This design comes from an exercise in tuning for small area, a short achievable clock period and few clock cycles per item on the open sky130 flow, not from production work.
Function was checked by simulation only, so behaviour that the tests miss may differ from the original.
No activity file was given, so power comes from the tool's default toggle rates.

==> inputs of willow <==
## viterbi_decoder
module viterbi_decoder(clk, rst, en, data, data_out, done_flag);
==> flow/config.mk <==
export PLATFORM = sky130hd
export DESIGN_NAME = viterbi_decoder
export DESIGN_NICKNAME = viterbi_decoder
export VERILOG_FILES = /design/flow/design.v
export SDC_FILE = /design/flow/constraint.sdc
export NUM_CORES = 4
export LEC_CHECK = 0
export ABC_AREA = 1
export CAP_MARGIN = 20
export CORE_MARGIN = 2
export CORE_UTILIZATION = 40
export SLEW_MARGIN = 20
==> flow/constraint.sdc <==
create_clock -name core_clock -period 5.0 [get_ports {clk}]
set_input_delay 1.0000 -clock core_clock [delete_from_list [all_inputs] [get_ports {clk}]]
set_output_delay 1.0000 -clock core_clock [all_outputs]
set_load 0.01 [all_outputs]
run.sh (not shown) runs the stock make flow with config.mk's settings and CLKGATE_MAP_FILE= SYNTH_SCRIPT=/design/flow/synth_recipe.tcl, a recipe that flattens the netlist after the stock synthesis.
==> inputs of ember, as changes to willow <==
--- a/flow/config.mk
+++ b/flow/config.mk
@@ -9,4 +9,5 @@
 export CAP_MARGIN = 20
 export CORE_MARGIN = 2
 export CORE_UTILIZATION = 40
+export SETUP_SLACK_MARGIN = 2
 export SLEW_MARGIN = 20
==> notes.md <==
via count around 6700; clock network fraction of design power 14.0%; met2 wire len between 7000 and 8000 um; clock network power around 140 uW; outcome finished clean; fmax around 0.22 GHz; sequential share of power roughly 11%; non-filler cells, final around 1300; Slew @ Worst Pin roughly 0.79 ns; final WL about 18000 um; Post-Layout Inst Area between 5000 and 6000 um2
That was willow.
==> notes.md <==
initial antenna violation count 0; Slew @ Worst Pin approximately 0.7 ns; fmax 0.248 GHz; outcome finished clean; via count roughly 7300; Top power group combinational cells; CTS sink count 9; met2 wire len ~9300 um; Root Buffer clkbuf_16; clock network fraction of design power between 10 and 15%; non-filler cells, final roughly 1300; Post-Layout Inst Area 7430 um2
That was ember.
Testbench counts of willow, summed over its fixed seeds: cycles 1,280, blocks 1,280.
Testbench counts of ember, summed over its fixed seeds: cycles 1,280, blocks 1,280.

---

==> inputs of trial 9 <==
Another version of the RTL of viterbi_decoder (not shown whole).
export LEC_CHECK = 0
export ABC_AREA = 1
export CAP_MARGIN = 20
export CORE_MARGIN = 2
export CORE_UTILIZATION = 40
export SETUP_SLACK_MARGIN = 1.0
export SLEW_MARGIN = 20
create_clock -name core_clock -period 5.0 [get_ports {clk}]
standard.sh (not shown) runs the stock make flow with config.mk's settings and CLKGATE_MAP_FILE= SYNTH_SCRIPT=/design/flow/synth_recipe.tcl, a recipe that flattens the netlist after the stock synthesis.
==> flow/flow/run.sh <==
#!/bin/bash
# The standard layout (the standard.sh, unchanged synthesis), except that the
# port buffers inserted before global placement are sky130_fd_sc_hd__buf_2
# instead of the resizer's default pick (a clkdlybuf4s50 delay cell).
set -euo pipefail
export BUFFER_PORTS_ARGS="-buffer_cell sky130_fd_sc_hd__buf_2"
bash standard.sh finish > standard.log 2>&1
==> inputs of build 69, as changes to trial 9 <==
- CORE_UTILIZATION: 40 -> 65
- SETUP_SLACK_MARGIN: 1.0 -> not set
==> inputs of build 5, as changes to trial 9 <==
==> flow/flow/run.sh (replaced) <==
#!/bin/bash
# The standard layout (the standard.sh, on the standard synthesis script) with two
# changes:
#  - ADDER_MAP_FILE is empty, so Yosys does not extract half/full adders into
#    sky130 ha/fa cells before ABC; ABC maps that logic with the rest.
#  - the port buffers inserted before global placement are sky130_fd_sc_hd__buf_2
#    instead of the resizer's default pick (a clkdlybuf4s50 delay cell).
# Registers and their names are those of the standard synthesis.
set -euo pipefail
export BUFFER_PORTS_ARGS="-buffer_cell sky130_fd_sc_hd__buf_2"
bash standard.sh ADDER_MAP_FILE= finish > standard.log 2>&1
- SETUP_SLACK_MARGIN: 1.0 -> 0.8
==> results.sh <==
export IMPL_status="complete, no violations"
export IMPL_cp_arrival_ns=3.21
export IMPL_netlist_area_leader_share=0.2352
export IMPL_crit_chain="buf_2 > buf_4 > nand2_2 > nor2_1 > and2_1 > nor2_1 > nand3_1 > nand2_1 > nor2_1 > nor2_1 > nand2_1 > nand2_1 > nand3_2 > nand3_2 > nand2_1 > inv_2 > nand2_4 > nand3_4 > a21boi_4 > nand4_1 > nand2_1 > inv_2 > nand2_1 > buf_2"
export IMPL_drive_gt1_frac=0.2497
export IMPL_seq_share=0.1168
export IMPL_regArea_um2=511.7
export IMPL_gr_usage_all_layers=0.2663
export IMPL_comb_power_share=0.728
export IMPL_met1_usage=0.2978
[end of results for build 5]
==> results.sh <==
export IMPL_p_leak_nw=2.331
export IMPL_drive_gt1_frac=0.1250
export IMPL_top_level_ports=28
export IMPL_regArea_um2=485.5
export IMPL_cp_arrival_ns=3.52
export IMPL_final_util=0.7275
export IMPL_gr_usage_all_layers=0.3543
export IMPL_status="complete, no violations"
export IMPL_buf_share=0.03332
export IMPL_met1_usage=0.4016
export IMPL_syn_nets=725
export IMPL_switching_share=0.5628
export IMPL_cp_max_fo=9
export IMPL_netlist_area_leader_share=0.1879
export IMPL_comb_power_share=0.729
export IMPL_antenna_found_initial=0
export IMPL_cpPeakStageDelay_ns=0.55
export IMPL_ys_types=50
[end of results for build 69]
==> results.sh <==
export IMPL_status="complete, no violations"
export IMPL_dp_cells=821
export IMPL_seq_share=0.1057
export IMPL_gr_usage_all_layers=0.2420
export IMPL_cp_arrival_ns=3.10
export IMPL_finalHoldViolations=0
export IMPL_netlist_area_leader_share=0.1879
export IMPL_regArea_um2=511.7
export IMPL_comb_power_share=0.777
export IMPL_crit_chain="ha_2 > nand2_1 > o21ai_4 > nor2_4 > nand3_2 > nand3_1 > nor2_1 > nand2_1 > nand2_1 > nand2_1 > inv_1 > nand3_4 > a21oi_4 > nand3_2 > nand2_4 > a21oi_4 > nor2_4 > nand3_2 > nand2_1 > inv_1 > nand2_1 > buf_2"
export IMPL_max_slew_margin=0.5697
export IMPL_drive_gt1_frac=0.2713
export IMPL_async_flop_share=0.04167
export IMPL_fin_area_mm2=0.004843
[end of results for trial 9]
Testbench counts of trial 9, summed over its fixed seeds: cycles 1,280, blocks 1,280.
Testbench counts of build 69, summed over its fixed seeds: cycles 1,280, blocks 1,280.
Testbench counts of build 5, summed over its fixed seeds: cycles 1,280, blocks 1,280.

static timing again, ports no longer ideal:
In the flow no input, the clock included, has a driving cell. The finished layouts below were timed again as built, in two steps. Step 1 sets driving cells, clkbuf_16 on the clock port and buf_2 on the other inputs (assumed; they add their load-dependent delay and slew). Step 2, shift: input delay + t, output delay - t, t = (earliest + latest rising clock arrival at the registers) / 2. This alone moves slack from input paths to output paths. Three values: no drivers, after step 1, after step 2; two values: the first two.
run | shift t [ns] | slack for setup (ns) | hold slack, ns | worst setup path at the end | worst data-port slew with drivers (ns)
willow | 0.255 | 0.388 / 0.382 / 0.127 | 0.904 / 0.909 / 1.163 | input to register | 0.04
ember | 0.257 | 0.960 / 0.922 / 0.665 | 0.905 / 0.918 / 1.175 | input to register | 0.06
trial 9 | 0.296 | 0.895 / 0.866 / 1.012 | 0.539 / 0.531 / 0.827 | input to register | 0.03
build 69 | 0.285 | 0.483 / 0.459 / 0.744 | 0.545 / 0.540 / 0.825 | register to output | 0.03
build 5 | 0.289 | 0.790 / 0.764 / 0.965 | 0.544 / 0.538 / 0.827 | input to register | 0.03
After both steps every run listed still meets setup and hold. The setup slack of ember, which loses most, moves by -0.038 ns with the drivers and by -0.295 ns with both steps.
